This is an optimization exercise on Yosys and OpenROAD, whose aim is small area, a short achievable clock period and few clock cycles per item, not a production implementation.
No functional check of the RTL was part of any run shown here.

==> flow/design.v (outline; a module is shown in full before it is edited, if it fits) <==
// module Exp: 28 lines
// module sq32: 719 lines
// module mul32: 858 lines
// module fa: 4 lines
// module ha: 4 lines
module Exp(
    input clk,
    input rst,
    input [31:0] x,
    input [31:0] n,
    output [31:0] res,
    output done
);
  // ...
==> flow/flow/run.sh <==
#!/bin/bash
# The standard layout, with plain buffers (instead of the resizer's default
# pick) on the ports.
set -euo pipefail
export BUFFER_PORTS_ARGS="-buffer_cell sky130_fd_sc_hd__buf_1"
bash standard.sh > orfs_make.log 2>&1
==> flow/standard.sh <==
#!/bin/bash
# synth_recipe.tcl (not shown) runs the flow's synth.tcl, then flattens the netlist and writes it again
# the make line also repeats each setting of config.mk as NAME=value (left out here)
make -C /OpenROAD-flow-scripts/flow DESIGN_CONFIG=/design/flow/config.mk WORK_HOME=/design/flow/orfs CLKGATE_MAP_FILE= SYNTH_SCRIPT=/design/flow/synth_recipe.tcl "${@:-finish}"
==> flow/config.mk <==
export PLATFORM = sky130hd
export DESIGN_NAME = Exp
export DESIGN_NICKNAME = Exp
export VERILOG_FILES = /design/flow/design.v
export SDC_FILE = /design/flow/constraint.sdc
export NUM_CORES = 4
export LEC_CHECK = 0
export CAP_MARGIN = 20
export CORE_MARGIN = 2
export CORE_UTILIZATION = 45
export PLACE_DENSITY = 0.6
export SETUP_SLACK_MARGIN = 3.5
export SLEW_MARGIN = 20
export SYNTH_HIERARCHICAL = 1
==> flow/constraint.sdc <==
create_clock -name core_clock -period 10.0 [get_ports {clk}]
set_input_delay 2.0000 -clock core_clock [delete_from_list [all_inputs] [get_ports {clk}]]
set_output_delay 2.0000 -clock core_clock [all_outputs]
set_load 0.01 [all_outputs]
==> results.py, run 1 <==
metrics = {
    "run_status": {
        "status": "timing/DRC/antenna clean",
    },
    "global_route": {
        "busiest_layer": "met2",
        "grt_usage": 0.2824,
        "met2_usage": 0.4567,
        "grt_max_degree": 65,
        "use_met1": 0.3765,
    },
    "floorplan": {
        "dieWidth_um": 223.0,
        "n_tap_cell": 615,
        "dieArea_um2": 49730,
        "rows": 80,
        "start_util": 0.4540,
    },
    "cells_and_area": {
        "multi_input_area_share": 0.8229,
    },
    "sta": {
        "finalHoldViolations": 0,
        "setup_viol": 0,
        "max_slew_margin": 0.1698,
        "timing.fmax_mhz": 161.8,
        "rsz0062_at_grt": "no",
    },
    "yosys": {
        "synth_top_family_by_area": "adder cells",
        "async_flop_share": 0,
        "yosysUniqueCellTypes": 71,
        "synth_fa_ha_area_frac": 0.4233,
        "yosysSeqAreaShare": 0.08904,
        "avgSynthCellArea_um2": 9.589,
        "post-synth-top-area-cell": "fa_1",
    },
    "critical_path": {
        "cp.required_ns": 10.30,
        "cp-start-kind": "flop",
        "critPathKind": "reg2reg",
    },
    "cts": {
        "root_buffer": "clkbuf_16",
        "cts_inserted_buffers": 9,
        "hold_buffers": 0,
        "cts.path.max_buffers": 2,
        "cts_tree": "done",
    },
    "hold_path": {
        "hold_path.class": "reg2reg",
    },
    "route": {
        "post_drt_wl_per_cell_um": 23.84,
        "firstDrtPassIters": 6,
        "drc_errors": 0,
    },
    "placed_design": {
        "gp_congestion": 0.8837,
    },
}
==> inputs of run 2 (changes only) <==
--- a/flow/config.mk
+++ b/flow/config.mk
@@ -8,6 +8,6 @@
 export CAP_MARGIN = 20
 export CORE_MARGIN = 2
-export CORE_UTILIZATION = 45
-export PLACE_DENSITY = 0.6
+export CORE_UTILIZATION = 65
+export PLACE_DENSITY = 0.8
 export SETUP_SLACK_MARGIN = 3.5
 export SLEW_MARGIN = 20
==> run 2 against run 1 <==
Clock-buffer cell count unchanged. Non-clock buffer count down 14. Area after synthesis unchanged. Synthesized cell count did not move. First-iteration DRC count up 18%. Utilization increased by 21 points. Global-route usage grew 9.5 points. Setup slack got worse by 0.057 ns. Sequential cell count unchanged. Die area fell by 30%. Highest routed layer unchanged.
==> results.py, run 2 <==
metrics = {
    "yosys": {
        "async_flop_share": 0,
        "yosysUniqueCellTypes": 71,
        "post-synth-top-area-cell": "fa_1",
        "synth_most_common_cell": "fa_1",
        "yosysSeqAreaShare": 0.08904,
        "avgSynthCellArea_um2": 9.589,
        "synth_area_leaders": "fa_1 (36%), xnor2_1 (12%), dfxtp_1 (8.9%)",
        "synth_area_um2": 21580,
        "ys_ff_latch": 96,
        "yosys_warnings": 7,
        "synthTopCellsByCount": "fa_1 (392), nand2_1 (330), xnor2_1 (298)",
        "synth_ff_type": "dfxtp_1",
        "syn_inst": 2251,
        "synth_top_area_frac": 0.3636,
        "synth_edf_count": 0,
    },
    "route": {
        "viasPerCell": 6.598,
        "ant_nets": 0,
        "post_drt_wl_per_cell_um": 23.61,
        "wirelength_um": 63710,
        "firstDrtPassIters": 11,
        "drc_errors": 0,
        "vias": 17809,
        "drtIter0Drc": 1802,
    },
    "cts": {
        "cts_sinks": 96,
        "cts.clk_slew.worst_paths_ns": 0.08,
        "clkLatencyLatePin_ns": 0.39,
        "hold_buffers": 0,
        "cts_max_level": 3,
        "cts_tree": "done",
        "cts_inserted_buffers": 9,
        "root_buffer": "clkbuf_16",
        "cts.path.max_buffers": 2,
    },
    "hold_path": {
        "hold_path.class": "reg2reg",
    },
    "floorplan": {
        "start_util": 0.6617,
        "rows": 66,
        "dieArea_um2": 34680,
        "dieWidth_um": 186.2,
        "core_um2": 32620,
        "die_h_um": 186.2,
        "top_level_ports": 99,
    },
    "run_status": {
        "status": "timing/DRC/antenna clean",
    },
    "sta": {
        "tightest_slew_ns": 1.180,
        "fin_crit_ns": 6.236,
        "skew_ns": 0.01094,
        "finalHoldViolations": 0,
        "final.setup.tns_ns": 0,
        "finalCritPeriodShare": 0.6236,
        "rsz0062_at_grt": "no",
        "max_slew_margin": 0.2124,
        "drv_slew": 0,
        "setup_ws_ns": 3.764,
        "timing.fmax_mhz": 160.4,
        "setup_viol": 0,
    },
    "placed_design": {
        "post-place-ws_ns": 3.057,
        "dpl.hpwl_um": 44940,
        "gp_congestion": 0.9213,
        "portBuffers": 98,
    },
    "critical_path": {
        "cp-start-kind": "flop",
        "critPathKind": "reg2reg",
        "path_max_fanout": 34,
        "cp.required_ns": 10.25,
        "end_kind": "flop",
        "arrival_ns": 6.49,
    },
    "global_route": {
        "antenna_found_initial": 1,
        "busiest_layer": "met2",
        "use_met1": 0.4550,
        "grt_max_degree": 72,
        "first_global_vias": 18752,
        "grt_usage": 0.3778,
        "grt_pass1_wl_um": 99240,
        "gr-usage-met3": 0.09599,
        "met2_usage": 0.6140,
        "overflow": 0,
    },
    "cells_and_area": {
        "mostFrequentLayoutCells": "fa_1 (392), nand2_1 (330), xnor2_1 (298)",
        "drive_above_1_share": 0.07894,
        "fillCellCount": 2535,
        "top_regs": "b: 32 flops, m: 32 flops, r: 32 flops",
        "synthToLayoutAreaGrowth_pct": 5.345,
        "final_common_cell": "fa_1",
        "layout.nets": 2811,
    },
    "run": {
        "max_cap_violations": 0,
    },
}
==> run 2: cell counts after synthesis <==
No cell type changed its count.
==> run 2: logic make-up after synthesis <==
| family | Yosys count | share of synthesized area |
|---|---|---|
| DFF | 96 | 0.08904 |
| and+or+nand+nor | 583 | 0.1251 |
| other | 2 | 0.0003479 |
| xor gates and xnor gates | 349 | 0.1429 |
| muxes | 65 | 0.03507 |
| adders and majority gates | 495 | 0.4233 |
| AOI/OAI and AO/OA | 434 | 0.1427 |
| buffers and inverters | 227 | 0.04162 |
==> run 2: through the flow <==
| step | instance area, um2 | util | std cells | hold WS, ns |
|---|---|---|---|---|
| global route | 22740 | 0.6971 | 2699 | 0.5035 |
| CTS | 22530 | 0.6906 | 2691 | 0.4913 |
| detailed placement | 22210 | 0.6807 | 2673 | 0.4715 |
| global placement | 22200 | 0.6807 | 2673 | 0.4676 |
| finish | 22740 | 0.6971 | 2699 | 0.4879 |
| floorplan | 21680 | - | 2277 | 0.4583 |
==> run 2: area by class of cell <==
type                            instances  area (um2)  share of cell area
Inverter                               40       173.9            0.007649
Timing Repair Buffer                  147       845.8             0.03720
Antenna cell                            2       5.005           0.0002201
Sequential cell                        96        1931             0.08491
Tap cell                              442       553.0             0.02432
Multi-Input combinational cell       1956       18930              0.8326
Clock inverter                          7       72.57            0.003192
Clock buffer                            9       225.2            0.009905
==> run 2: worst max-delay path, stage by stage (launching register included) <==
cell      delay [ns]
dfxtp_1         0.31
clkbuf_8        0.26
and2_4          0.25
ha_1            0.19
nand2b_1        0.19
inv_1           0.09
clkbuf_8        0.35
xnor2_1         0.16
fa_1            0.54
fa_1            0.43
fa_1            0.40
fa_1            0.51
fa_1            0.42
ha_1            0.38
nand2_1         0.10
or3_1           0.37
o21ai_0         0.27
a21oi_1         0.16
o21a_1          0.27
o21ai_0         0.20
xnor2_1         0.09
nor2b_1         0.12
==> run 2: final timing paths <==
check,startpoint,to,slack [ns],depth (start not counted)
worst max register to register,b[1],r[31],3.76,21
worst max-delay path,b[1],r[31],3.76,21
worst min-delay path,m[16],m[15],0.49,1
worst min register to register,m[16],m[15],0.49,1
==> run 2: repair_timing <==
action	in CTS	in global routing
endpoints found under the setup margin	13	12
gates resized for setup	4	49
buffers inserted	0	6
pin swaps	1	4
cloned	2	0
==> run 2: Yosys stat by module, one instance, submodules excluded <==
module	times used	cells inside	flip-flops and latches
ha	29	1	0
fa	392	1	0
mul32	1	1054	0
sq32	1	527	0
Exp	1	249	96
==> run 2: per-layer routing <==
layer	vias to the layer above	routed length (um)
li1	7546	-
met1	8773	22920
met2	1161	30140
met3	329	6511
met4	0	4146
met5	-	0

==> afterwards: timing with drivers on the ports <==
Ports are ideal in the flow. The routed layouts listed here were re-timed in OpenROAD.
Step 1 (the two cells are an assumption about what drives the block):
set clk [get_ports {clk}]
set_driving_cell -lib_cell sky130_fd_sc_hd__clkbuf_16 $clk
set_driving_cell -lib_cell sky130_fd_sc_hd__buf_2 [delete_from_list [all_inputs] $clk]
Step 2 also shifts input and output timing later by t, the mid clock arrival at the registers, as if the neighbouring blocks saw the same clock.
a / b / c = no drivers / after step 1 / after step 2; a / b = the first two.
run | t, ns | setup slack, ns | worst hold slack (ns) | worst slew at a driven data input, ns
run 1 | 0.475 | 3.821 / 3.821 / 3.821 | 0.487 / 0.487 / 0.487 | 0.05
run 2 | 0.446 | 3.764 / 3.764 / 3.764 | 0.488 / 0.488 / 0.488 | 0.06
After both steps every run listed still meets setup and hold.
